Background: an optimization exercise with open tools, aiming at small area. Do not read the settings as production practice. The RTL was checked by simulation tests, not by an equivalence proof against the original design. In every run shown here, the design's own scripts or RTL, not TritonCTS, make the clock network. The clock port is modelled as an ideal driver, which makes a skipped or thinned clock tree look cheaper than it is; a real chip needs a root buffer or a tree. Power figures rest on the tool's default switching activity, not on a simulated workload.

`config.mk`:
```
export PLATFORM = sky130hd
export DESIGN_NAME = ClockTest
export DESIGN_NICKNAME = ClockTest
export VERILOG_FILES = /design/flow/design.v
export SDC_FILE = /design/flow/constraint.sdc
export NUM_CORES = 4
export LEC_CHECK = 0
export CAP_MARGIN = 20
export CORE_MARGIN = 2
export CORE_UTILIZATION = 40
export SLEW_MARGIN = 20
```
`constraint.sdc`:
```
create_clock -name core_clock -period 50.0 [get_ports {clk}]
set_input_delay 10.0000 -clock core_clock [delete_from_list [all_inputs] [get_ports {clk}]]
set_output_delay 10.0000 -clock core_clock [all_outputs]
set_load 0.01 [all_outputs]
```
`design.v`:
```
`timescale 1ns / 1ps
module button_debounce (
    input clk,
    input rst,
    input button_in,
    output reg button_out,
    output toggle           
);
    localparam [7:0] D0 = 8'd4;
    localparam [7:0] P = 8'h55;
    reg [7:0] cs;
    wire [7:0] counter = cs ^ P;
    wire differ = button_in ^ button_out;
    wire full = ~|(counter & 8'hf5);
    assign toggle = differ & full;
    always @(posedge clk or posedge rst) begin
        if (rst) begin
            cs <= D0 ^ P;
            button_out <= 0;
        end else begin
            if (toggle)
                button_out <= button_in;
            if (differ & ~full)
                cs <= {counter[6:0], counter[7] ^ counter[2]} ^ P;
            else
                cs <= D0 ^ P;
        end
    end
endmodule
`timescale 1ns / 1ps
module ClockTest(
	input clk,
	input rst,
	input btn,
	output [6:0] seg,
	output [3:0] an,
	output buttons_pressed,
	output buttons_released
);
	localparam [9:0] J624 = 10'd317;        
	reg [4:0] u;
	reg [1:0] g;
	reg [9:0] j;
	reg       tick_d;                       
	reg       press_d;                      
	reg [3:0] s_ones;
	reg [2:0] s_tens;
	reg [3:0] ones;
	reg [3:0] tens;
	reg       chg;                          
	reg       pulse;                        
	wire btn_lvl;
	wire btn_toggle;
	button_debounce debounce (
		.clk(clk),
		.rst(rst),
		.button_in(btn),
		.button_out(btn_lvl),
		.toggle(btn_toggle)
	);
	wire u_low0 = ~|u[3:0];
	wire u_31 = u_low0 & ~u[4];             
	wire u_30 = u_low0 & u[4];              
	wire [1:0] sel = {g[1], g[1] ^ g[0]};   
	wire j_624 = (j & 10'b1100011111) == 10'b0100011101;
	wire j_623 = (j & 10'b0110111111) == 10'b0010011110;
	wire sec_first = j_624 & u_31;
	wire sec_last = j_623 & u_30;
	wire sec60 = s_tens[2] & s_tens[1];
	wire min_last = sec_last & sec60;
	wire min_last_d = sec_first & sec60;
	assign buttons_pressed  = pulse & btn_lvl;
	assign buttons_released = pulse & ~btn_lvl;
	function [3:0] bcd_inc;
		input [3:0] d;
		bcd_inc = {(d[3] & ~d[0]) | (d[2] & d[1] & d[0]),
		           d[2] ^ (d[1] & d[0]),
		           d[1] ^ (d[0] & ~d[3]),
		           ~d[0]};
	endfunction
	always @(posedge clk or posedge rst) begin
		if (rst) begin
			u <= 5'b00000;
			g <= 2'b10;
			j <= J624;
		end else begin
			u <= {u[3:0], u[4] ^ u[2] ^ u_low0};
			if (u_31)
				g <= {g[0], ~g[1]};
			j <= {j[8:2], j[1] | j_624, j[0], j[9] ^ j[6]};
		end
	end
	always @(posedge clk or posedge rst) begin
		if (rst)
			s_tens <= 3'd7;
		else if (min_last_d)
			s_tens <= 0;
		else if (tick_d & s_ones[3] & s_ones[0])
			s_tens <= {s_tens[2] ^ (s_tens[1] & s_tens[0]), s_tens[1] ^ s_tens[0], ~s_tens[0]};
	end
	always @(posedge clk) begin
		tick_d <= sec_first;
		press_d <= buttons_pressed;
		if (min_last_d) begin
			s_ones <= 0;
			ones <= 0;
			tens <= 0;
		end else begin
			if (tick_d)
				s_ones <= bcd_inc(s_ones);
			if (press_d) begin
				ones <= bcd_inc(ones);
				if (ones[3] & ones[0])
					tens <= bcd_inc(tens);
			end
		end
	end
	always @(posedge clk or posedge rst) begin
		if (rst) begin
			chg <= 0;
			pulse <= 0;
		end else begin
			chg <= btn_toggle | (min_last & chg);
			if (!min_last)
				pulse <= chg;
		end
	end
	reg [3:0] dg;
	always @(*) begin
		case (sel)
			2'b00: dg = ones;
			2'b01: dg = tens;
			2'b10: dg = s_ones;
			2'b11: dg = {&s_tens, s_tens};
		endcase
	end
	wire blank = &s_tens;
	assign an = {~(sel[1] & sel[0] & ~blank), ~(sel[1] & ~sel[0]), ~(~sel[1] & sel[0]), ~(~sel[1] & ~sel[0])};
	reg [6:0] pat;
	always @(*) begin
		case (dg)
			4'd0: pat = 7'b1000000;
			4'd1: pat = 7'b1111001;
			4'd2: pat = 7'b0100100;
			4'd3: pat = 7'b0110000;
			4'd4: pat = 7'b0011001;
			4'd5: pat = 7'b0010010;
			4'd6: pat = 7'b0000010;
			4'd7: pat = 7'b1111000;
			4'd8: pat = 7'b0000000;
			4'd9: pat = 7'b0010000;
			default: pat = 7'b1111111;
		endcase
	end
	assign seg = pat;
endmodule
```
`flow/run.sh`:
```
#!/bin/bash
# The standard layout (standard.sh), with these changes to how the layout
# is built:
#  - the standard synthesis runs unchanged first; then the design is
#    synthesized again for area (rtlsynth.tcl: same passes skipped, flattened
#    and renamed the same way, but its own ABC scripts and no adder cells),
#    and the smallest of a few ABC scripts' netlists replaces the standard
#    one, once regnames.py has checked that its flip-flops are the standard
#    synthesis's (same registers, same cell types) and given them the standard
#    names.  If that check fails, the standard netlist is kept;
#  - port buffers are the smallest buffer cell, buf_1 (every input and output
#    port still gets its own buffer);
#  - the clock tree is built by clock_tree.tcl in place of
#    clock_tree_synthesis: four clock buffers, each driving the flip-flops of
#    one quarter of the layout, driven by the clock port.
# Each tool's full output goes to a log file of its own in this folder.
set -euo pipefail
here=$(pwd)
res=$here/orfs/results/$FLOW_PLATFORM/ClockTest/base
lib=$FLOW_HOME/platforms/$FLOW_PLATFORM/lib/sky130_fd_sc_hd__tt_025C_1v80.lib
yosys=$FLOW_HOME/../tools/install/yosys/bin/yosys
export BUFFER_PORTS_ARGS="-buffer_cell sky130_fd_sc_hd__buf_1"
export PRE_CTS_TCL=$here/flow/clock_tree.tcl

bash standard.sh synth > log_1_standard_synth.log 2>&1
cp $res/1_2_yosys.v $here/standard_synth.v

# the platform's DONT_USE_CELLS
args=""
for c in $(cat flow/dont_use.txt); do args="$args -dont_use $c"; done
for batch in "1 2 3 4" "5 6 7 8"; do
  for k in $batch; do
    LIB_FILE=$lib DESIGN_V=$FLOW_DESIGN OUT_V=$here/synth_$k.v TOP=$FLOW_TOP \
      ABC_SCRIPT=$here/flow/abc_$k.abc DONT_USE_ARGS="$args" \
      $yosys -c flow/rtlsynth.tcl > log_2_synth_$k.log 2>&1 &
  done
  wait || true
done

best=""
best_area=""
for k in 1 2 3 4 5 6 7 8; do
  if python3 flow/regnames.py $here/standard_synth.v $here/synth_$k.v $here/synth_${k}_named.v > log_3_regnames_$k.log 2>&1; then
    a=$(sed -n "s/.*Chip area for module.*: //p" $here/synth_$k.v.stat | tail -1)
    echo "script $k: area $a" >> log_3_choice.log
    if [[ -n "$a" ]] && { [[ -z "$best_area" ]] || python3 -c "import sys; sys.exit(0 if $a < $best_area else 1)"; }; then
      best=$k; best_area=$a
    fi
  fi
done
if [[ -n "$best" ]]; then
  echo "using script $best" >> log_3_choice.log
  cp $here/synth_${best}_named.v $res/1_2_yosys.v
  rm -f $res/1_synth.odb $res/1_synth.sdc
else
  echo "keeping the standard netlist" >> log_3_choice.log
fi
bash standard.sh finish > log_4_standard_finish.log 2>&1
```
`flow/abc_1.abc`:
```
&get -n
&deepsyn -T 30
&st
&dch -f
&nf -a -R 1000
&put
```
`flow/abc_2.abc`:
```
&get -n
&st
&synch2
&dc2
&deepsyn -T 30
&st
&dch -f
&nf -a -R 1000
&put
```
`flow/abc_3.abc`:
```
&get -n
&deepsyn -T 120
&st
&dch -f
&nf -a -R 1000
&put
```
`flow/abc_4.abc`:
```
&get -n
&deepsyn -T 30 -S 2
&st
&dch -f
&nf -a -R 1000
&put
```
`flow/abc_5.abc`:
```
&get -n
&deepsyn -T 30 -S 3
&st
&dch -f
&nf -a -R 1000
&put
```
`flow/abc_6.abc`:
```
&get -n
&st
&synch2
&dc2
&deepsyn -T 30
&st
&dch -f
&nf -a -p -C 32 -F 8 -A 8 -R 1000
&put
```
`flow/abc_7.abc`:
```
&get -n
&st
&synch2
&dc2
&deepsyn -T 30 -S 1
&st
&dch -f
&nf -a -p -C 32 -F 8 -A 8 -R 1000
&put
```
`flow/abc_8.abc`:
```
&get -n
&st
&synch2
&dc2
&deepsyn -T 90 -S 5
&st
&dch -f
&nf -a -R 1000
&put
```
`flow/clock_tree.tcl`:
```
set leaf_cell sky130_fd_sc_hd__clkbuf_4
set root_cell ""
set ncol 2
set nrow 2
set block [ord::get_db_block]
set clk_net [$block findNet clk]
set sinks {}
foreach it [$clk_net getITerms] {
  if { [$it isInputSignal] } {
    set inst [$it getInst]
    set bb [$inst getBBox]
    set x [expr {([$bb xMin] + [$bb xMax]) / 2}]
    set y [expr {([$bb yMin] + [$bb yMax]) / 2}]
    lappend sinks [list $x $y "[$inst getName]/[[$it getMTerm] getName]"]
  }
}
set n [llength $sinks]
set dbu [$block getDbUnitsPerMicron]
set ax 0; set ay 0
foreach s $sinks { set ax [expr {$ax + [lindex $s 0]}]; set ay [expr {$ay + [lindex $s 1]}] }
set ax [expr {double($ax) / $n / $dbu}]; set ay [expr {double($ay) / $n / $dbu}]
# split into NCOL columns of about equal count by x, each column into NROW
# groups of about equal count by y
set groups {}
set sinks [lsort -integer -index 0 $sinks]
for {set c 0} {$c < $ncol} {incr c} {
  set col [lrange $sinks [expr {($c * $n) / $ncol}] [expr {(($c + 1) * $n) / $ncol - 1}]]
  set col [lsort -integer -index 1 $col]
  set m [llength $col]
  for {set r 0} {$r < $nrow} {incr r} {
    lappend groups [lrange $col [expr {($r * $m) / $nrow}] [expr {(($r + 1) * $m) / $nrow - 1}]]
  }
}
set k 0
foreach grp $groups {
  set sx 0; set sy 0; set pins {}
  foreach s $grp {
    set sx [expr {$sx + [lindex $s 0]}]; set sy [expr {$sy + [lindex $s 1]}]
    lappend pins [get_pins [lindex $s 2]]
  }
  set m [llength $grp]
  set cx [expr {double($sx) / $m / $dbu}]; set cy [expr {double($sy) / $m / $dbu}]
  insert_buffer -buffer_cell $leaf_cell -net clk -load_pins $pins \
    -location [list $cx $cy] -buffer_name clkbuf_leaf_$k -net_name clknet_leaf_$k
  puts "clock tree: leaf $k, $m flip-flops, buffer at ($cx, $cy)"
  incr k
}
if { $root_cell != "" } {
  insert_buffer -buffer_cell $root_cell -net clk -location [list $ax $ay] \
    -buffer_name clkbuf_root -net_name clknet_root
  puts "clock tree: root buffer at ($ax, $ay)"
}
foreach net [list clknet_root clknet_leaf_0 clknet_leaf_1 clknet_leaf_2 clknet_leaf_3 clknet_leaf_4 clknet_leaf_5] {
  set dn [$block findNet $net]
  if { $dn != "NULL" } { $dn setSigType CLOCK }
}
# the tree is built; nothing is left for clock_tree_synthesis to do
proc clock_tree_synthesis { args } {
  puts "clock_tree_synthesis skipped: the clock tree was built by clock_tree.tcl"
}
```
`flow/dont_use.txt`:
```
sky130_fd_sc_hd__probe_p_8
sky130_fd_sc_hd__probec_p_8
sky130_fd_sc_hd__lpflow_bleeder_1
sky130_fd_sc_hd__lpflow_clkbufkapwr_1
sky130_fd_sc_hd__lpflow_clkbufkapwr_16
sky130_fd_sc_hd__lpflow_clkbufkapwr_2
sky130_fd_sc_hd__lpflow_clkbufkapwr_4
sky130_fd_sc_hd__lpflow_clkbufkapwr_8
sky130_fd_sc_hd__lpflow_clkinvkapwr_1
sky130_fd_sc_hd__lpflow_clkinvkapwr_16
sky130_fd_sc_hd__lpflow_clkinvkapwr_2
sky130_fd_sc_hd__lpflow_clkinvkapwr_4
sky130_fd_sc_hd__lpflow_clkinvkapwr_8
sky130_fd_sc_hd__lpflow_decapkapwr_12
sky130_fd_sc_hd__lpflow_decapkapwr_3
sky130_fd_sc_hd__lpflow_decapkapwr_4
sky130_fd_sc_hd__lpflow_decapkapwr_6
sky130_fd_sc_hd__lpflow_decapkapwr_8
sky130_fd_sc_hd__lpflow_inputiso0n_1
sky130_fd_sc_hd__lpflow_inputiso0p_1
sky130_fd_sc_hd__lpflow_inputiso1n_1
sky130_fd_sc_hd__lpflow_inputiso1p_1
sky130_fd_sc_hd__lpflow_inputisolatch_1
sky130_fd_sc_hd__lpflow_isobufsrc_1
sky130_fd_sc_hd__lpflow_isobufsrc_16
sky130_fd_sc_hd__lpflow_isobufsrc_2
sky130_fd_sc_hd__lpflow_isobufsrc_4
sky130_fd_sc_hd__lpflow_isobufsrc_8
sky130_fd_sc_hd__lpflow_isobufsrckapwr_16
sky130_fd_sc_hd__lpflow_lsbuf_lh_hl_isowell_tap_1
sky130_fd_sc_hd__lpflow_lsbuf_lh_hl_isowell_tap_2
sky130_fd_sc_hd__lpflow_lsbuf_lh_hl_isowell_tap_4
sky130_fd_sc_hd__lpflow_lsbuf_lh_isowell_4
sky130_fd_sc_hd__lpflow_lsbuf_lh_isowell_tap_1
sky130_fd_sc_hd__lpflow_lsbuf_lh_isowell_tap_2
sky130_fd_sc_hd__lpflow_lsbuf_lh_isowell_tap_4
```
`flow/regnames.py`:
```
# Give the flip-flops of a netlist the instance names the standard synthesis gave the
# same registers, pairing them by the net on their Q pin, and check that both netlists
# have the same registers in the same cell types.
# usage: regnames.py standard.v mine.v out.v ; exits 1 if they cannot be paired.
import re, sys

INST = re.compile(r'^\s*(sky130_fd_sc_hd__df\w+)\s+(\\\S+|\S+)\s*\((.*?)\);', re.M | re.S)
PIN = re.compile(r'\.(\w+)\s*\(\s*(\\\S+\s|[^()\s]+(?:\s*\[\s*\d+\s*\])?)\s*\)')

def flops(text):
    out = {}
    for m in INST.finditer(text):
        pins = {p: re.sub(r'[\\\s]', '', n) for p, n in PIN.findall(m.group(3))}
        out[m.group(2)] = (m.group(1), pins.get('Q'), m.start(2), m.end(2))
    return out

std = open(sys.argv[1]).read()
mine = open(sys.argv[2]).read()
fs, fm = flops(std), flops(mine)
by_q = {}
for name, (cell, q, _, _) in fs.items():
    if q is None or q in by_q:
        sys.exit(f"standard netlist: flip-flop {name} has no unique Q net")
    by_q[q] = (name, cell)
if len(fs) != len(fm):
    sys.exit(f"{len(fs)} flip-flops in the standard netlist, {len(fm)} in the new one")
edits = []
used = set()
for name, (cell, q, a, b) in fm.items():
    if q not in by_q:
        sys.exit(f"new netlist: flip-flop {name} drives {q}, which no standard flip-flop drives")
    sname, scell = by_q[q]
    if scell != cell:
        sys.exit(f"register {q}: cell {cell}, standard synthesis has {scell}")
    used.add(sname)
    edits.append((a, b, sname))
if len(used) != len(fs):
    sys.exit("registers do not pair one to one")
existing = set(re.findall(r'^\s*\w+\s+(\\\S+|\S+)\s*\(', mine, re.M))
for a, b, sname in sorted(edits, reverse=True):
    mine = mine[:a] + sname + ' ' + mine[b:]
open(sys.argv[3], 'w').write(mine)
print(f"paired {len(edits)} flip-flops")
```
`flow/rtlsynth.tcl`:
```
# Synthesis of the design for area: like the standard synthesis (no fsm or share
# passes, design flattened, function-call nets renamed) but with its own ABC
# script and no extraction of half/full adder cells.  regnames.py then checks
# that the flip-flops match the standard synthesis's and gives them its names.
set lib $::env(LIB_FILE)
yosys read_liberty -lib $lib
yosys read_verilog -sv $::env(DESIGN_V)
yosys synth -top $::env(TOP) -flatten -nofsm -noshare
yosys opt -purge
yosys dfflibmap -liberty $lib {*}$::env(DONT_USE_ARGS)
yosys opt
yosys setundef -zero
yosys abc -script $::env(ABC_SCRIPT) -liberty $lib {*}$::env(DONT_USE_ARGS)
yosys splitnets
yosys opt_clean -purge
yosys hilomap -singleton -hicell sky130_fd_sc_hd__conb_1 HI -locell sky130_fd_sc_hd__conb_1 LO
yosys insbuf -buf sky130_fd_sc_hd__buf_4 A X
# left out here: hide names made inside functions
yosys check
yosys tee -o $::env(OUT_V).stat stat -liberty $lib
yosys write_verilog -noattr -nohex -nodec $::env(OUT_V)
```
`standard.sh`:
```
#!/bin/bash
# synth_recipe.tcl (not shown) runs the flow's synth.tcl, then flattens the netlist and writes it again
# the make line also repeats each setting of config.mk as NAME=value (left out here)
make -C /OpenROAD-flow-scripts/flow DESIGN_CONFIG=/design/flow/config.mk WORK_HOME=/design/flow/orfs CLKGATE_MAP_FILE= SYNTH_SCRIPT=/design/flow/synth_recipe.tcl "${@:-finish}"
```
==> results of run 1 <==
[state kept, by name (all words and copies together) (netlist names), named ones only]
| register | cells |
|---|---|
| tick_d | 1 |
| s_tens | 3 |
| pulse | 1 |
| chg | 1 |
| ones | 3 |
| tens | 3 |
| debounce.button_out | 1 |
| press_d | 1 |
| u | 5 |
| g | 2 |
| debounce.cs | 8 |
| s_ones | 3 |
| j | 10 |
[worst max path at each step]
stage	slack (ns)	end	from
final	37.56	seg[1]	g[1]
after global routing	37.33	seg[1]	g[1]
after CTS	37.79	seg[1]	g[0]
after detailed placement	37.79	seg[1]	g[0]
after global placement	37.93	seg[1]	g[0]
after floorplan	37.79	seg[1]	g[1]
[power groups by stage]
stage,Clock (uW),Sequential (uW),Combinational [uW]
floorplan,0,48.0,9.49
global placement,0,49.6,11.1
detailed placement,0,49.8,11.5
CTS,9.28,50.0,11.5
global route,14.4,50.0,13.1
finish,12.1,49.2,11.4
[metal layers]
layer  vias to the layer above  global-route usage (%)  share of wire, %
met2                        25                    21.8                47
met1                       591                    17.0                47
li1                        589                       -                 -
met4                         0                    2.56               1.8
met3                         5                    1.45               4.0
met5                         -                       0                 0
[cell type report, clock buffers not listed]
class                   instances  area, sq um
fillers                       390         2210
flip-flops and latches         45         1070
multi-input cells             111          646
well taps                      50         62.6
repair buffers                 15         56.3
inverters                       2         7.51
[cells in the final DEF, fill, tap and decap left out, types with 3 or more instances in the layout]
cell,count
dfstp_2,13
nor3_1,9
xor2_1,3
nor3b_1,3
buf_1,15
nand3_1,3
nand2b_1,3
nand2_1,13
a21oi_1,11
and2_0,5
nor2b_1,3
dfxtp_1,14
xnor2_1,6
o22ai_1,3
dfrtp_1,18
and3_1,6
clkbuf_4,4
nor2_1,24
or2_0,3
mux2_1,3
[critical path, delay by kind of cell (launching register included)]
family / cells / cell delay (ns)
buffers and inverters: 1 / 0.18
DFF: 1 / 0.59
AOI/OAI and AO/OA: 4 / 0.63
and+or+nand+nor: 5 / 0.86
[metrics by stage]
step	setup WS (ns)	area, sq um
after floorplan	37.79	1730
after global placement	37.93	1840
after detailed placement	37.79	1840
after CTS	37.79	1870
after global routing	37.33	1870
final	37.56	1870
==> notes.md, run 1 <==
area grow syn2layout -> 8.63%
Final HPWL DP -> 2.26 mm
Final ANT Viol Nets -> 0
max_slew headroom -> 59.3%
Sw Pwr -> 19.9 uW
final worst hold slack -> 0.372 ns
R2R Path Start -> u[1]
Final TNS setup -> 0 ns
drt drc -> 0
drt initial violations -> 38
Crit path top cell by count -> or2_0
Post CTS Setup Buffer Count -> 0
leak pwr -> 0.000746 uW
core area -> 4090 sq um
startpoint types -> register
Port Buffer Count -> 15
# IOs -> 16
P_int -> 52.8 uW
die height -> 69.7 microns
Hold WC Path Type -> register to register
Reg power frac -> 67.6%
crit path cell chain -> or2_0 -> o22ai_1 -> nor2_1 -> o21ai_0 -> nand2_1 -> and2_0 -> a21oi_1 -> or2_0 -> o32ai_1 -> buf_1
vias in the first global route -> 1193
DR vias/cell -> 5.33
Req. time, crit path -> 40.00 ns
Worst path max stage delay -> 0.59 ns
# setup viols final -> 0
global-route wire length before repair -> 5.32 mm
worst hold path startpoint -> j[4]
row count -> 23
Gate power share -> 15.7%
RSZ-0062 raised after global routing -> no
Max IR drop VDD -> 0.0000230 V
minimum clock period -> 12.44 ns
Sw Ratio -> 27.3%
Setup Skew -> 0.0128 ns
Hold Path End -> j[5]
syn nets -> 161
Synth Cell Area -> 1730 sq um
hold path depth -> 0
Synth warnings -> 2
CP endpoint kind -> primary output
Total Power -> 72.7 uW
DIE WIDTH -> 69.7 microns
GRT Residual Overflow -> 0
initial core utilization -> 42.2%
die area -> 4850 sq um
Clk pwr share -> 16.7%
Mapped Avg Cell Area -> 10.9 sq um
Worst-path clk slew -> 0.11 ns
dpl cells -> 223
CP arrival -> 2.44 ns
Slowest cell on crit path -> dfstp_2
Final #Nets -> 182
share of cells above drive strength 1 -> 10.7%
Diodes inserted -> 0
max cap viols -> 0
Layout Cells excl Fill -> 227
Worst Path Class, Setup -> register to primary output
DR WL/cell -> 13.2 microns
largest net degree at the start of global routing -> 32
Gate Count Post-Synth -> 158
Slew @ Worst Pin -> 0.609 ns
Final Hold Vio Count -> 0
total track usage -> 12.6%
Gates resized, CTS repair -> 0
clock latency (worst-skew pair) -> 0.17 ns
initial antenna violation count -> 0
utilization after layout -> 45.9%
period utilization -> 24.9%
Max Slew Vio Count -> 0
r2r setup slk -> 47.78 ns
run status -> timing/DRC/antenna clean
Vias -> 1210
Final GP Congestion -> 0.936
drt total wl -> 3.00 mm
PwrDens -> 38.8 nW/um^2
reg2reg path depth -> 5
R2R Path End -> tens[2]
maximum clock frequency -> 80.4 MHz
CTS Hold Bufs -> 0
Pre-Repair DR Iteration Count -> 4
CP max FO -> 7
==> inputs of run 2 (changes only) <==
==> flow/abc_1.abc (replaced) <==
&get -n
&st
&synch2
&dc2
&deepsyn -T 30 -S 1
&st
&dch -f
&nf -a -p -C 32 -F 8 -A 8 -R 1000 -E 100
&put
strash
dch -f
amap
==> flow/abc_2.abc (replaced) <==
&get -n
&st
&synch2
&dc2
&deepsyn -T 30 -S 2
&st
&dch -f
&nf -a -p -C 32 -F 8 -A 8 -R 1000 -E 100
&put
strash
dch -f
amap
==> flow/abc_3.abc (replaced) <==
&get -n
&st
&synch2
&dc2
&deepsyn -T 30 -S 3
&st
&dch -f
&nf -a -p -C 32 -F 8 -A 8 -R 1000 -E 100
&put
strash
dch -f
amap
==> flow/abc_4.abc (replaced) <==
&get -n
&st
&synch2
&dc2
&deepsyn -T 30 -S 1
&put
strash
dch -f
amap
==> flow/abc_5.abc (replaced) <==
&get -n
&st
&synch2
&dc2
&deepsyn -T 30 -S 1
&st
&dch -f
&nf -a -p -C 32 -F 8 -A 8 -R 1000 -E 100
&put
strash
dch -f
amap
strash
dch -f
amap
==> flow/abc_6.abc (replaced) <==
&get -n
&st
&synch2
&dc2
&deepsyn -T 30 -S 1
&st
&dch -f
&nf -a -p -C 32 -F 8 -A 8 -R 1000
&put
==> flow/abc_7.abc (replaced) <==
&get -n
&st
&synch2
&dc2
&deepsyn -T 30
&st
&dch -f
&nf -a -R 1000
&put
==> flow/abc_8.abc (replaced) <==
&get -n
&st
&synch2
&dc2
&deepsyn -T 60 -S 4
&st
&dch -f
&nf -a -p -C 32 -F 8 -A 8 -R 1000 -E 100
&put
strash
dch -f
amap
--- a/flow/regnames.py
+++ b/flow/regnames.py
@@ -38,6 +38,19 @@
     sys.exit("registers do not pair one to one")
-existing = set(re.findall(r'^\s*\w+\s+(\\\S+|\S+)\s*\(', mine, re.M))
-for a, b, sname in sorted(edits, reverse=True):
-    mine = mine[:a] + sname + ' ' + mine[b:]
+# Other instances of the new netlist may already carry a name the standard
+# synthesis gave a flip-flop (both use Yosys's _NNN_ names); rename those first.
+ANY = re.compile(r'^(\s*sky130_fd_sc_hd__\w+\s+)(\\\S+|\S+)(\s*\()', re.M)
+taken = {m.group(2) for m in ANY.finditer(mine)}
+wanted = {sname for _, _, sname in edits}
+flop_spans = {(a, b) for a, b, _ in edits}
+renames = []
+k = 0
+for m in ANY.finditer(mine):
+    if m.group(2) in wanted and (m.start(2), m.end(2)) not in flop_spans:
+        while f"_comb{k}_" in taken:
+            k += 1
+        renames.append((m.start(2), m.end(2), f"_comb{k}_"))
+        taken.add(f"_comb{k}_")
+for a, b, name in sorted(edits + renames, reverse=True):
+    mine = mine[:a] + name + ' ' + mine[b:]
 open(sys.argv[3], 'w').write(mine)
-print(f"paired {len(edits)} flip-flops")
+print(f"paired {len(edits)} flip-flops, renamed {len(renames)} other instances")
==> notes.md, run 2 <==
Slowest cell on crit path -> dfstp_2
Worst-path clk slew -> 0.11 ns
die area -> 4810 sq um
CP max FO -> 7
Setup Skew -> 0.0166 ns
initial core utilization -> 42.1%
Crit path top cell by count -> nand2_1
Layout Cells excl Fill -> 243
highest-count cells in the layout ignoring fill and taps -> 39 x nor2_1, 18 x dfrtp_1, 16 x clkinv_1, 15 x buf_1, 14 x dfxtp_1
Pre-Repair DR Iteration Count -> 4
utilization after layout -> 45.7%
CTS Hold Bufs -> 0
GRT Residual Overflow -> 0
R2R Path Start -> u[1]
Final WS setup -> 37.29 ns
DR vias/cell -> 5.24
max cap viols -> 0
Worst Path Class, Setup -> register to primary output
Final GP Congestion -> 0.873
drt initial violations -> 39
Vias -> 1273
Req. time, crit path -> 40.00 ns
R2R Path End -> s_ones[2]
CP arrival -> 2.71 ns
vias in the first global route -> 1239
Max IR drop VDD -> 0.0000216 V
max_slew headroom -> 59.5%
minimum clock period -> 12.71 ns
clock latency (worst-skew pair) -> 0.18 ns
syn nets -> 177
drt total wl -> 3.05 mm
core area -> 4060 sq um
Synth warnings -> 2
worst hold path startpoint -> u[0]
r2r setup slk -> 47.64 ns
Max Slew Vio Count -> 0
final worst hold slack -> 0.371 ns
# setup viols final -> 0
crit path buf inv count -> 3
Hold WC Path Type -> register to register
Port Buffer Count -> 15
Reg power frac -> 67.4%
biggest regs -> j x10, debounce.cs x8, u x5
reg2reg path depth -> 7
initial antenna violation count -> 0
DIE WIDTH -> 69.3 microns
Slew @ Worst Pin -> 0.607 ns
Diodes inserted -> 0
DR WL/cell -> 12.5 microns
Gate Count Post-Synth -> 174
Final #Nets -> 198
die height -> 69.3 microns
startpoint types -> register
dpl cells -> 239
critical path's top delay family -> compound AO/OA/AOI/OAI gates
period utilization -> 25.4%
largest net degree at the start of global routing -> 32
maximum clock frequency -> 78.7 MHz
Final HPWL DP -> 2.27 mm
drt drc -> 0
Sw Ratio -> 27.7%
Hold Path End -> u[1]
total track usage -> 12.9%
crit path cell chain -> clkinv_1 -> nand2_1 -> o21ai_0 -> a222oi_1 -> nand2_1 -> nand2_1 -> o21ai_0 -> a21oi_1 -> clkinv_1 -> o31ai_1 -> buf_1
row count -> 23
global-route wire length before repair -> 5.50 mm
PwrDens -> 38.2 nW/um^2
share of cells above drive strength 1 -> 9.33%
leak pwr -> 0.000725 uW
Gate power share -> 15.0%
Final TNS setup -> 0 ns
CP endpoint kind -> primary output
max FFs per register -> 10
commonest non-fill, non-tap cell in the layout -> nor2_1
Mapped Avg Cell Area -> 9.81 sq um
Gates resized, CTS repair -> 0
pre-CTS WS -> 37.51 ns
Synth Cell Area -> 1710 sq um
# IOs -> 16
RSZ-0062 raised after global routing -> no
Reg with most FFs -> j
P_int -> 51.3 uW
Final ANT Viol Nets -> 0
run status -> timing/DRC/antenna clean
Final Hold Vio Count -> 0
Worst path max stage delay -> 0.60 ns
area grow syn2layout -> 8.72%
Sw Pwr -> 19.6 uW
Clk pwr share -> 17.6%
hold path depth -> 0
Post CTS Setup Buffer Count -> 0
run 2: cell types whose count changed in the layout (fill, tap and decap cells not counted), moves of 4 or more:
cell | before | now
and2_0 | 5 | 1
xnor2_1 | 6 | 0
o21ai_0 | 1 | 9
clkinv_1 | 1 | 16
nor2_1 | 24 | 39
a211oi_1 | 0 | 7
and3_1 | 6 | 1
a21oi_1 | 11 | 6
run 2: worst max-delay path by stage:
stage | slack (ns) | end | startpoint | cells past startpoint
final | 37.29 | seg[1] | g[1] | 11
after global routing | 36.98 | seg[1] | g[1] | 11
after CTS | 37.52 | seg[1] | g[1] | 11
after detailed placement | 37.51 | seg[1] | g[1] | 11
after global placement | 37.72 | seg[1] | g[1] | 11
after floorplan | 37.82 | seg[1] | g[1] | 10
run 2: layout make-up, clock buffers not listed:
type                            count  area [sq um]
Timing Repair Buffer               15          56.3
Fill cell                         376          2200
Tap cell                           50          62.6
Multi-Input combinational cell    112           571
Sequential cell                    45          1070
Inverter                           17          63.8
run 2: stage by stage:
step | cell area (sq um) | total power [uW]
floorplan | 1710 | 55.8
global placement | 1830 | 58.4
detailed placement | 1830 | 59.4
CTS | 1860 | 68.7
global route | 1860 | 75.6
finish | 1860 | 70.9
run 2: worst reg2reg max path: stages, from the launching register on:
cell	delay (ns)
dfrtp_1	0.39
nor3_1	0.26
nor2_1	0.10
nor3_1	0.36
clkinv_1	0.21
nor3_1	0.24
and3_1	0.55
nor3_1	0.12
run 2: routing by layer:
layer | up-vias | wire length (microns) | part of all wire [%] | global-route usage (%)
met5 | - | 0 | 0 | 0
met4 | 0 | 34 | 1.1 | 1.96
met3 | 4 | 159 | 5.2 | 1.45
met2 | 43 | 1370 | 45 | 21.3
met1 | 592 | 1480 | 49 | 18.8
li1 | 634 | - | - | -
run 2: power by group through the flow:
| stage | Sequential, uW | Combinational [uW] | Clock (uW) |
|---|---|---|---|
| floorplan | 47.2 | 8.61 | 0 |
| global placement | 48.4 | 9.96 | 0 |
| detailed placement | 48.6 | 10.8 | 0 |
| CTS | 48.7 | 10.7 | 9.28 |
| global route | 49.0 | 12.5 | 14.1 |
| finish | 47.8 | 10.6 | 12.5 |
==> inputs of run 3 (changes only) <==
--- a/flow/run.sh
+++ b/flow/run.sh
@@ -13,4 +13,4 @@
 #  - the clock tree is built by clock_tree.tcl in place of
-#    clock_tree_synthesis: four clock buffers, each driving the flip-flops of
-#    one quarter of the layout, driven by the clock port.
+#    clock_tree_synthesis: three clock buffers, each driving the flip-flops of
+#    one third of the layout (by x), driven by the clock port.
 # Each tool's full output goes to a log file of its own in this folder.
--- a/flow/clock_tree.tcl
+++ b/flow/clock_tree.tcl
@@ -1,5 +1,5 @@
-set leaf_cell sky130_fd_sc_hd__clkbuf_4
+set leaf_cell sky130_fd_sc_hd__clkbuf_8
 set root_cell ""
-set ncol 2
-set nrow 2
+set ncol 3
+set nrow 1
 set block [ord::get_db_block]
==> notes.md, run 3 <==
Worst Setup SP -> g[1]
Setup Skew -> 0.0159 ns
biggest regs -> j x10, debounce.cs x8, u x5
Final ANT Viol Nets -> 0
final worst hold slack -> 0.370 ns
global-route wire length before repair -> 5.50 mm
vias in the first global route -> 1236
CTS Hold Bufs -> 0
die height -> 69.3 microns
Clk pwr share -> 19.8%
row count -> 23
startpoint types -> register
Gate power share -> 14.6%
DR WL/cell -> 12.6 microns
# setup viols final -> 0
Port Buffer Count -> 15
max cap viols -> 0
r2r setup slk -> 47.67 ns
DIE WIDTH -> 69.3 microns
reg2reg path depth -> 7
minimum clock period -> 12.69 ns
Sw Pwr -> 20.0 uW
Final Hold Vio Count -> 0
core area -> 4060 sq um
Reg power frac -> 65.6%
Hold WC Path Type -> register to register
dpl cell area -> 1830 sq um
max FFs per register -> 10
highest-count cells in the layout ignoring fill and taps -> 39 x nor2_1, 18 x dfrtp_1, 16 x clkinv_1, 15 x buf_1, 14 x dfxtp_1
Max IR drop VDD -> 0.0000278 V
run status -> timing/DRC/antenna clean
CP endpoint kind -> primary output
Vias -> 1252
Synth warnings -> 2
Final TNS setup -> 0 ns
hold path depth -> 0
Mapped Avg Cell Area -> 9.81 sq um
clock latency (worst-skew pair) -> 0.16 ns
drt drc -> 0
Worst Path Class, Setup -> register to primary output
Reg with most FFs -> j
largest net degree at the start of global routing -> 32
RSZ-0062 raised after global routing -> no
Max Slew Vio Count -> 0
utilization after layout -> 46.0%
Hold Path End -> j[5]
Gate Count Post-Synth -> 174
total track usage -> 12.9%
Pre-Repair DR Iteration Count -> 4
DR vias/cell -> 5.17
Gates resized, CTS repair -> 0
max_slew headroom -> 59.9%
CP max FO -> 7
PwrDens -> 39.1 nW/um^2
P_int -> 53.0 uW
area grow syn2layout -> 9.38%
Slew @ Worst Pin -> 0.601 ns
initial core utilization -> 42.1%
CP arrival -> 2.69 ns
Post CTS Setup Buffer Count -> 0
# IOs -> 16
Final #Nets -> 197
leak pwr -> 0.000728 uW
GRT Residual Overflow -> 0
R2R Path Start -> u[1]
initial antenna violation count -> 0
drt total wl -> 3.04 mm
drt initial violations -> 43
Final HPWL DP -> 2.27 mm
R2R Path End -> s_ones[2]
worst hold path startpoint -> j[4]
Diodes inserted -> 0
commonest non-fill, non-tap cell in the layout -> nor2_1
die area -> 4810 sq um
Req. time, crit path -> 40.00 ns
Worst-path clk slew -> 0.10 ns
Synth Cell Area -> 1710 sq um
maximum clock frequency -> 78.8 MHz
Final GP Congestion -> 0.873
Sw Ratio -> 27.4%
Total Power -> 72.9 uW
share of cells above drive strength 1 -> 8.85%
syn nets -> 177
period utilization -> 25.4%
fin area -> 1870 sq um
==> run 3: worst max path at each step <==
stage                     endpoint  depth (start not counted)
after floorplan             seg[1]                         10
after global placement      seg[1]                         11
after detailed placement    seg[1]                         11
final                       seg[1]                         11
after global routing        seg[1]                         11
after CTS                   seg[1]                         11
==> run 3: area by class of cell, clock buffers not listed <==
cell class                      count  area [sq um]
Timing Repair Buffer               15          56.3
Inverter                           17          63.8
Multi-Input combinational cell    112           571
Sequential cell                    45          1070
Tap cell                           50          62.6
Fill cell                         375          2190
==> run 3: worst max-delay path, cell delays in order, from the launching register on <==
cell,delay (ns)
dfstp_2,0.59
clkinv_1,0.17
nand2_1,0.09
o21ai_0,0.08
a222oi_1,0.44
nand2_1,0.20
nand2_1,0.12
o21ai_0,0.10
a21oi_1,0.24
clkinv_1,0.12
o31ai_1,0.21
buf_1,0.17
==> run 3: metrics by stage <==
step                      cells  setup slack [ns]
after detailed placement    239             37.51
after floorplan             174             37.82
after global placement      239             37.72
after global routing        242             37.01
final                       242             37.31
after CTS                   242             37.52
==> run 3: power groups by stage <==
stage | registers [uW] | clock network, uW | logic [uW]
after floorplan | 47.2 | 0 | 8.61
after global placement | 48.4 | 0 | 9.96
after detailed placement | 48.6 | 0 | 10.8
after CTS | 48.7 | 10.9 | 10.8
after global routing | 49.0 | 16.1 | 12.5
final | 47.9 | 14.4 | 10.7
==> run 3: metal layers <==
| layer | vias to the layer above | global-route usage, % | routed length, microns |
|---|---|---|---|
| met5 | - | 0 | 0 |
| met4 | 0 | 1.74 | 37 |
| met3 | 4 | 1.16 | 151 |
| met2 | 37 | 22.0 | 1390 |
| met1 | 581 | 18.5 | 1460 |
| li1 | 630 | - | - |
==> inputs of run 4 (changes only) <==
--- a/flow/run.sh
+++ b/flow/run.sh
@@ -30,3 +30,3 @@
 for c in $(cat flow/dont_use.txt); do args="$args -dont_use $c"; done
-for batch in "1 2 3 4" "5 6 7 8"; do
+for batch in "1 2 3 4" "5 6 7 8" "9 10 11 12"; do
   for k in $batch; do
@@ -41,3 +41,3 @@
 best_area=""
-for k in 1 2 3 4 5 6 7 8; do
+for k in 1 2 3 4 5 6 7 8 9 10 11 12; do
   if python3 flow/regnames.py $here/standard_synth.v $here/synth_$k.v $here/synth_${k}_named.v > log_3_regnames_$k.log 2>&1; then
==> flow/abc_10.abc (new file) <==
&get -n
&st
&synch2
&dc2
&deepsyn -T 30 -S 13
&st
&dch -f
&nf -a -p -C 32 -F 8 -A 8 -R 1000 -E 100
&put
strash
dch -f
amap
==> flow/abc_11.abc (new file) <==
&get -n
&st
&synch2
&dc2
&deepsyn -T 30 -S 7
&st
&dch -f
&nf -a -p -C 32 -F 8 -A 8 -R 1000 -E 100
&put
strash
dch -f
amap
==> flow/abc_12.abc (new file) <==
&get -n
&st
&synch2
&dc2
&deepsyn -T 30 -S 8
&st
&dch -f
&nf -a -p -C 32 -F 8 -A 8 -R 1000 -E 100
&put
strash
dch -f
amap
==> flow/abc_9.abc (new file) <==
&get -n
&st
&synch2
&dc2
&deepsyn -T 30 -S 9
&st
&dch -f
&nf -a -p -C 32 -F 8 -A 8 -R 1000 -E 100
&put
strash
dch -f
amap
==> notes.md, run 4 <==
GRT Residual Overflow -> 0
Final Hold Vio Count -> 0
CP max FO -> 7
DIE WIDTH -> 69.3 microns
storage element area -> 1070 sq um
Vias -> 1252
reg2reg path depth -> 7
Mapped Avg Cell Area -> 9.81 sq um
Final GP Congestion -> 0.873
Worst-path clk slew -> 0.10 ns
row count -> 23
Gates resized, CTS repair -> 0
PwrDens -> 39.1 nW/um^2
die area -> 4810 sq um
CTS Hold Bufs -> 0
Req. time, crit path -> 40.00 ns
startpoint types -> register
area grow syn2layout -> 9.38%
Gate Count Post-Synth -> 174
Clk pwr share -> 19.8%
maximum clock frequency -> 78.8 MHz
P_int -> 53.0 uW
Slew @ Worst Pin -> 0.601 ns
max cap viols -> 0
initial core utilization -> 42.1%
clock latency (worst-skew pair) -> 0.16 ns
vias in the first global route -> 1236
DR WL/cell -> 12.6 microns
Pre-Repair DR Iteration Count -> 4
Worst Setup EP -> seg[1]
CP arrival -> 2.69 ns
R2R Path End -> s_ones[2]
drt total wl -> 3.04 mm
Sw Pwr -> 20.0 uW
drt initial violations -> 43
Setup Skew -> 0.0159 ns
Final #Nets -> 197
Final TNS setup -> 0 ns
Diodes inserted -> 0
Multi-input gate area -> 571 sq um
total track usage -> 12.9%
commonest non-fill, non-tap cell in the layout -> nor2_1
Layout Cells excl Fill -> 242
CP endpoint kind -> primary output
highest-count cells in the layout ignoring fill and taps -> 39 x nor2_1, 18 x dfrtp_1, 16 x clkinv_1, 15 x buf_1, 14 x dfxtp_1
Hold WC Path Type -> register to register
die height -> 69.3 microns
minimum clock period -> 12.69 ns
# IOs -> 16
RSZ-0062 raised after global routing -> no
global-route wire length before repair -> 5.50 mm
Final HPWL DP -> 2.27 mm
share of cells above drive strength 1 -> 8.85%
utilization after layout -> 46.0%
r2r setup slk -> 47.67 ns
max_slew headroom -> 59.9%
Final ANT Viol Nets -> 0
Synth Cell Area -> 1710 sq um
Gate power share -> 14.6%
Total Power -> 72.9 uW
biggest regs -> j x10, debounce.cs x8, u x5
DR vias/cell -> 5.17
R2R Path Start -> u[1]
dpl cells -> 239
Worst Path Class, Setup -> register to primary output
Synth warnings -> 2
Sw Ratio -> 27.4%
core area -> 4060 sq um
drt drc -> 0
period utilization -> 25.4%
leak pwr -> 0.000728 uW
Worst Setup SP -> g[1]
largest net degree at the start of global routing -> 32
initial antenna violation count -> 0
Fillers -> 375
Reg with most FFs -> j
syn nets -> 177
Port Buffer Count -> 15
# setup viols final -> 0
run status -> timing/DRC/antenna clean
Post CTS Setup Buffer Count -> 0
max FFs per register -> 10
Max Slew Vio Count -> 0
Reg power frac -> 65.6%
Max IR drop VDD -> 0.0000278 V
## run 4: stage by stage
step	cell area, sq um	hold WS (ns)	setup WS [ns]
finish	1870	0.370	37.31
global route	1870	0.376	37.01
CTS	1870	0.359	37.52
detailed placement	1830	0.359	37.51
global placement	1830	0.358	37.72
floorplan	1710	0.354	37.82
## run 4: worst max-delay path, cell delays in order (launching register included)
cell and delay, ns:
dfstp_2 0.59, clkinv_1 0.17, nand2_1 0.09, o21ai_0 0.08
a222oi_1 0.44, nand2_1 0.20, nand2_1 0.12, o21ai_0 0.10
a21oi_1 0.24, clkinv_1 0.12, o31ai_1 0.21, buf_1 0.17
## run 4: layout make-up, clock buffers not listed
| type | instances | share of cell area [%] |
|---|---|---|
| multi-input combinational | 112 | 30.6 |
| sequential | 45 | 57.4 |
| inverter | 17 | 3.42 |
| tap | 50 | 3.35 |
| timing repair buffer | 15 | 3.02 |
## run 4: worst min-delay path by stage
stage	slack [ns]	cells after the start	start	to
floorplan	0.35	0	j[3]	j[4]
global placement	0.36	0	j[3]	j[4]
detailed placement	0.36	0	j[4]	j[5]
CTS	0.36	0	j[4]	j[5]
global route	0.38	0	j[4]	j[5]
finish	0.37	0	j[4]	j[5]
## run 4: power groups by stage
stage	Combinational (uW)	Sequential [uW]	Clock [uW]
2_1_floorplan	8.61	47.2	0
3_3_place_gp	9.96	48.4	0
3_5_place_dp	10.8	48.6	0
4_1_cts	10.8	48.7	10.9
5_1_grt	12.5	49.0	16.1
6_report	10.7	47.9	14.4
## run 4: layer usage
| layer | track usage, % | routed length (microns) |
|---|---|---|
| met5 | 0 | 0 |
| met4 | 1.74 | 37 |
| met3 | 1.16 | 151 |
| met2 | 22.0 | 1390 |
| met1 | 18.5 | 1460 |
==> inputs of run 5 (changes only) <==
--- a/flow/run.sh
+++ b/flow/run.sh
@@ -13,4 +13,4 @@
 #  - the clock tree is built by clock_tree.tcl in place of
-#    clock_tree_synthesis: three clock buffers, each driving the flip-flops of
-#    one third of the layout (by x), driven by the clock port.
+#    clock_tree_synthesis: four clock buffers, each driving the flip-flops of
+#    one quarter of the layout, driven by the clock port.
 # Each tool's full output goes to a log file of its own in this folder.
--- a/flow/abc_10.abc
+++ b/flow/abc_10.abc
@@ -4,3 +4,3 @@
 &dc2
-&deepsyn -T 30 -S 13
+&deepsyn -T 30 -S 6
 &st
--- a/flow/abc_9.abc
+++ b/flow/abc_9.abc
@@ -4,3 +4,3 @@
 &dc2
-&deepsyn -T 30 -S 9
+&deepsyn -T 30 -S 5
 &st
--- a/flow/clock_tree.tcl
+++ b/flow/clock_tree.tcl
@@ -1,5 +1,5 @@
-set leaf_cell sky130_fd_sc_hd__clkbuf_8
+set leaf_cell sky130_fd_sc_hd__clkbuf_4
 set root_cell ""
-set ncol 3
-set nrow 1
+set ncol 2
+set nrow 2
 set block [ord::get_db_block]
==> notes.md, run 5 <==
run status -> timing/DRC/antenna clean
die height -> 69.3 microns
CTS Hold Bufs -> 0
Final TNS setup -> 0 ns
critical path's top delay family -> compound AO/OA/AOI/OAI gates
Synth Cell Area -> 1710 sq um
Synth warnings -> 2
Gate Count Post-Synth -> 174
dpl cells -> 239
syn nets -> 177
Slowest cell on crit path -> dfstp_2
Mapped Avg Cell Area -> 9.81 sq um
CP arrival -> 2.71 ns
core area -> 4060 sq um
Final HPWL DP -> 2.27 mm
Reg with most FFs -> j
PwrDens -> 38.2 nW/um^2
highest-count cells in the layout ignoring fill and taps -> 39 x nor2_1, 18 x dfrtp_1, 16 x clkinv_1, 15 x buf_1, 14 x dfxtp_1
largest net degree at the start of global routing -> 32
area grow syn2layout -> 8.72%
Crit path top cell by count -> nand2_1
fin area -> 1860 sq um
startpoint types -> register
Layout Cells excl Fill -> 243
Worst-path clk slew -> 0.11 ns
DR WL/cell -> 12.5 microns
Diodes inserted -> 0
DIE WIDTH -> 69.3 microns
# setup viols final -> 0
period utilization -> 25.4%
biggest regs -> j x10, debounce.cs x8, u x5
Worst path max stage delay -> 0.60 ns
Fillers -> 376
initial core utilization -> 42.1%
Final GP Congestion -> 0.873
die area -> 4810 sq um
GRT Residual Overflow -> 0
utilization after layout -> 45.7%
Final #Nets -> 198
row count -> 23
commonest non-fill, non-tap cell in the layout -> nor2_1
CP max FO -> 7
total track usage -> 12.9%
max FFs per register -> 10
vias in the first global route -> 1239
Final Hold Vio Count -> 0
initial antenna violation count -> 0
r2r setup slk -> 47.64 ns
Worst Path Class, Setup -> register to primary output
final worst hold slack -> 0.371 ns
Max Slew Vio Count -> 0
minimum clock period -> 12.71 ns
Multi-input gate area -> 571 sq um
drt total wl -> 3.05 mm
CP endpoint kind -> primary output
Req. time, crit path -> 40.00 ns
Vias -> 1273
storage element area -> 1070 sq um
Post CTS Setup Buffer Count -> 0
clock latency (worst-skew pair) -> 0.18 ns
Slew @ Worst Pin -> 0.607 ns
drt initial violations -> 39
leak pwr -> 0.000725 uW
global-route wire length before repair -> 5.50 mm
Max IR drop VDD -> 0.0000216 V
Hold WC Path Type -> register to register
# IOs -> 16
crit path buf inv count -> 3
maximum clock frequency -> 78.7 MHz
Setup Skew -> 0.0166 ns
Pre-Repair DR Iteration Count -> 4
DR vias/cell -> 5.24
RSZ-0062 raised after global routing -> no
share of cells above drive strength 1 -> 9.33%
drt drc -> 0
crit path cell chain -> clkinv_1 -> nand2_1 -> o21ai_0 -> a222oi_1 -> nand2_1 -> nand2_1 -> o21ai_0 -> a21oi_1 -> clkinv_1 -> o31ai_1 -> buf_1
Gates resized, CTS repair -> 0
max_slew headroom -> 59.5%
dpl cell area -> 1830 sq um
Port Buffer Count -> 15
Final ANT Viol Nets -> 0
max cap viols -> 0
==> run 5: layout make-up, clock buffers not listed <==
class                   count  share of cell area (%)
flip-flops and latches     45                    57.8
well taps                  50                    3.37
inverters                  17                    3.44
multi-input cells         112                    30.7
repair buffers             15                    3.03
==> run 5: report_power, final <==
group          switching [uW]  internal [uW]
combinational            6.41           4.22
clock                    8.65           3.85
sequential               4.59           43.2
total                    19.6           51.3
==> run 5: metal layers <==
metal | track usage [%] | part of all wire (%)
met1 | 18.8 | 49
met2 | 21.3 | 45
met3 | 1.45 | 5.2
met4 | 1.96 | 1.1
met5 | 0 | 0
==> run 5: final timing paths <==
path / startpoint / to / cells past startpoint
max: g[1] / seg[1] / 11
min in group asynchronous: rst / debounce.cs[1] / 2
max in group asynchronous: rst / u[3] / 2
min reg2reg: u[0] / u[1] / 0
max reg2reg: u[1] / s_ones[2] / 7
min: u[0] / u[1] / 0
==> run 5: through the flow <==
step | power, uW | setup WS [ns]
2_1_floorplan | 55.8 | 37.82
3_3_place_gp | 58.4 | 37.72
3_5_place_dp | 59.4 | 37.51
4_1_cts | 68.7 | 37.52
5_1_grt | 75.6 | 36.98
6_report | 70.9 | 37.29
==> inputs of run 6 (changes only) <==
--- a/flow/abc_10.abc
+++ b/flow/abc_10.abc
@@ -4,3 +4,3 @@
 &dc2
-&deepsyn -T 30 -S 6
+&deepsyn -T 30 -S 13
 &st
--- a/flow/abc_9.abc
+++ b/flow/abc_9.abc
@@ -4,3 +4,3 @@
 &dc2
-&deepsyn -T 30 -S 5
+&deepsyn -T 30 -S 9
 &st
==> notes.md, run 6 <==
Final #Nets -> 198
Multi-input gate area -> 571 sq um
RSZ-0062 raised after global routing -> no
initial antenna violation count -> 0
critical path's top delay family -> compound AO/OA/AOI/OAI gates
CP endpoint kind -> primary output
maximum clock frequency -> 78.7 MHz
Final HPWL DP -> 2.27 mm
Layout Cells excl Fill -> 243
dpl cells -> 239
die height -> 69.3 microns
minimum clock period -> 12.71 ns
Top Metal Used -> met4
largest net degree at the start of global routing -> 32
Max Slew Vio Count -> 0
core area -> 4060 sq um
Worst-path clk slew -> 0.11 ns
share of cells above drive strength 1 -> 9.33%
Slew @ Worst Pin -> 0.607 ns
drt total wl -> 3.05 mm
drt drc -> 0
max cap viols -> 0
Pre-Repair DR Iteration Count -> 4
Fillers -> 376
Vias -> 1273
Final GP Congestion -> 0.873
DR vias/cell -> 5.24
CP max FO -> 7
row count -> 23
GRT Residual Overflow -> 0
wire length on met1 -> 1.48 mm
Synth warnings -> 2
CP arrival -> 2.71 ns
initial core utilization -> 42.1%
Gate Count Post-Synth -> 174
Final ANT Viol Nets -> 0
Mapped Avg Cell Area -> 9.81 sq um
Req. time, crit path -> 40.00 ns
clock latency (worst-skew pair) -> 0.18 ns
highest-count cells in the layout ignoring fill and taps -> 39 x nor2_1, 18 x dfrtp_1, 16 x clkinv_1, 15 x buf_1, 14 x dfxtp_1
Post CTS Setup Buffer Count -> 0
Hold WC Path Type -> register to register
crit path buf inv count -> 3
Synth Cell Area -> 1710 sq um
global-route wire length before repair -> 5.50 mm
# setup viols final -> 0
leak pwr -> 0.000725 uW
run status -> timing/DRC/antenna clean
biggest regs -> j x10, debounce.cs x8, u x5
DR WL met3 -> 159 microns
max FFs per register -> 10
# IOs -> 16
max_slew headroom -> 59.5%
crit path cell chain -> clkinv_1 -> nand2_1 -> o21ai_0 -> a222oi_1 -> nand2_1 -> nand2_1 -> o21ai_0 -> a21oi_1 -> clkinv_1 -> o31ai_1 -> buf_1
period utilization -> 25.4%
CTS Hold Bufs -> 0
Worst Path Class, Setup -> register to primary output
Diodes inserted -> 0
DR WL/cell -> 12.5 microns
Setup Skew -> 0.0166 ns
Worst path max stage delay -> 0.60 ns
Crit path top cell by count -> nand2_1
startpoint types -> register
Gates resized, CTS repair -> 0
Port Buffer Count -> 15
Final Hold Vio Count -> 0
total track usage -> 12.9%
storage element area -> 1070 sq um
syn nets -> 177
Final TNS setup -> 0 ns
die area -> 4810 sq um
Max IR drop VDD -> 0.0000216 V
area grow syn2layout -> 8.72%
commonest non-fill, non-tap cell in the layout -> nor2_1
PwrDens -> 38.2 nW/um^2
drt initial violations -> 39
DIE WIDTH -> 69.3 microns
Reg with most FFs -> j
vias in the first global route -> 1239
Slowest cell on crit path -> dfstp_2
met2 wire len -> 1.37 mm
run 6: report_power, final:
group | total [uW] | switching (uW) | internal (uW) | leakage [uW]
registers | 47.8 | 4.59 | 43.2 | 0.000481
clock network | 12.5 | 8.65 | 3.85 | 0.0000184
logic | 10.6 | 6.41 | 4.22 | 0.000226
run 6: per-stage QoR:
step	instance area, sq um	utilization (%)	setup WS (ns)	total power [uW]	hold slack [ns]
after global placement	1830	45.0	37.72	58.4	0.358
final	1860	45.7	37.29	70.9	0.371
after floorplan	1710	-	37.82	55.8	0.354
after CTS	1860	45.7	37.52	68.7	0.359
after detailed placement	1830	45.0	37.51	59.4	0.359
after global routing	1860	45.7	36.98	75.6	0.379
run 6: per-layer routing:
layer	up-vias	GRT usage, %
met5	-	0
met4	0	1.96
met3	4	1.45
met2	43	21.3
met1	592	18.8
li1	634	-
run 6: cell type report, clock buffers not listed:
type                       instances  share of cell area [%]
sequential                        45                    57.8
inverter                          17                    3.44
tap                               50                    3.37
multi-input combinational        112                    30.7
timing repair buffer              15                    3.03
run 6: final timing paths:
check | start | depth (start not counted) | slack [ns] | end
setup / recovery | g[1] | 11 | 37.29 | seg[1]
hold / removal | u[0] | 0 | 0.37 | u[1]
setup reg to reg | u[1] | 7 | 47.64 | s_ones[2]
hold reg to reg | u[0] | 0 | 0.37 | u[1]
max in group asynchronous | rst | 2 | 39.73 | u[3]
min in group asynchronous | rst | 2 | 9.86 | debounce.cs[1]

==> what the ideal ports hide <==
In the flow no input, the clock included, has a driving cell. The finished layouts below were timed again as built, in two steps. Step 1 sets driving cells, clkbuf_16 on the clock port and buf_2 on the other inputs (assumed; they add their load-dependent delay and slew). Step 2 adds t to the input delays and takes it off the output delays; t is the mean of the earliest and latest rising clock arrival at the registers after step 1. Input paths then give back, and output paths get back, about the clock's delay inside the block. a / b / c = ideal ports / drivers / drivers and shift; a / b = the first two.
run	shift t [ns]	setup slack, ns	worst setup path after step 2	worst register clock-pin slew, ns
run 1	0.207	37.558 / 37.515 / 37.722	register to output	0.11 / 0.11
run 2	0.209	37.290 / 37.248 / 37.457	register to output	0.12 / 0.12
run 3	0.188	37.305 / 37.266 / 37.454	register to output	0.10 / 0.10
run 4	0.188	37.305 / 37.266 / 37.454	register to output	0.10 / 0.10
run 5	0.209	37.290 / 37.248 / 37.457	register to output	0.12 / 0.12
run 6	0.209	37.290 / 37.248 / 37.457	register to output	0.12 / 0.12
After both steps every run listed still meets setup and hold.
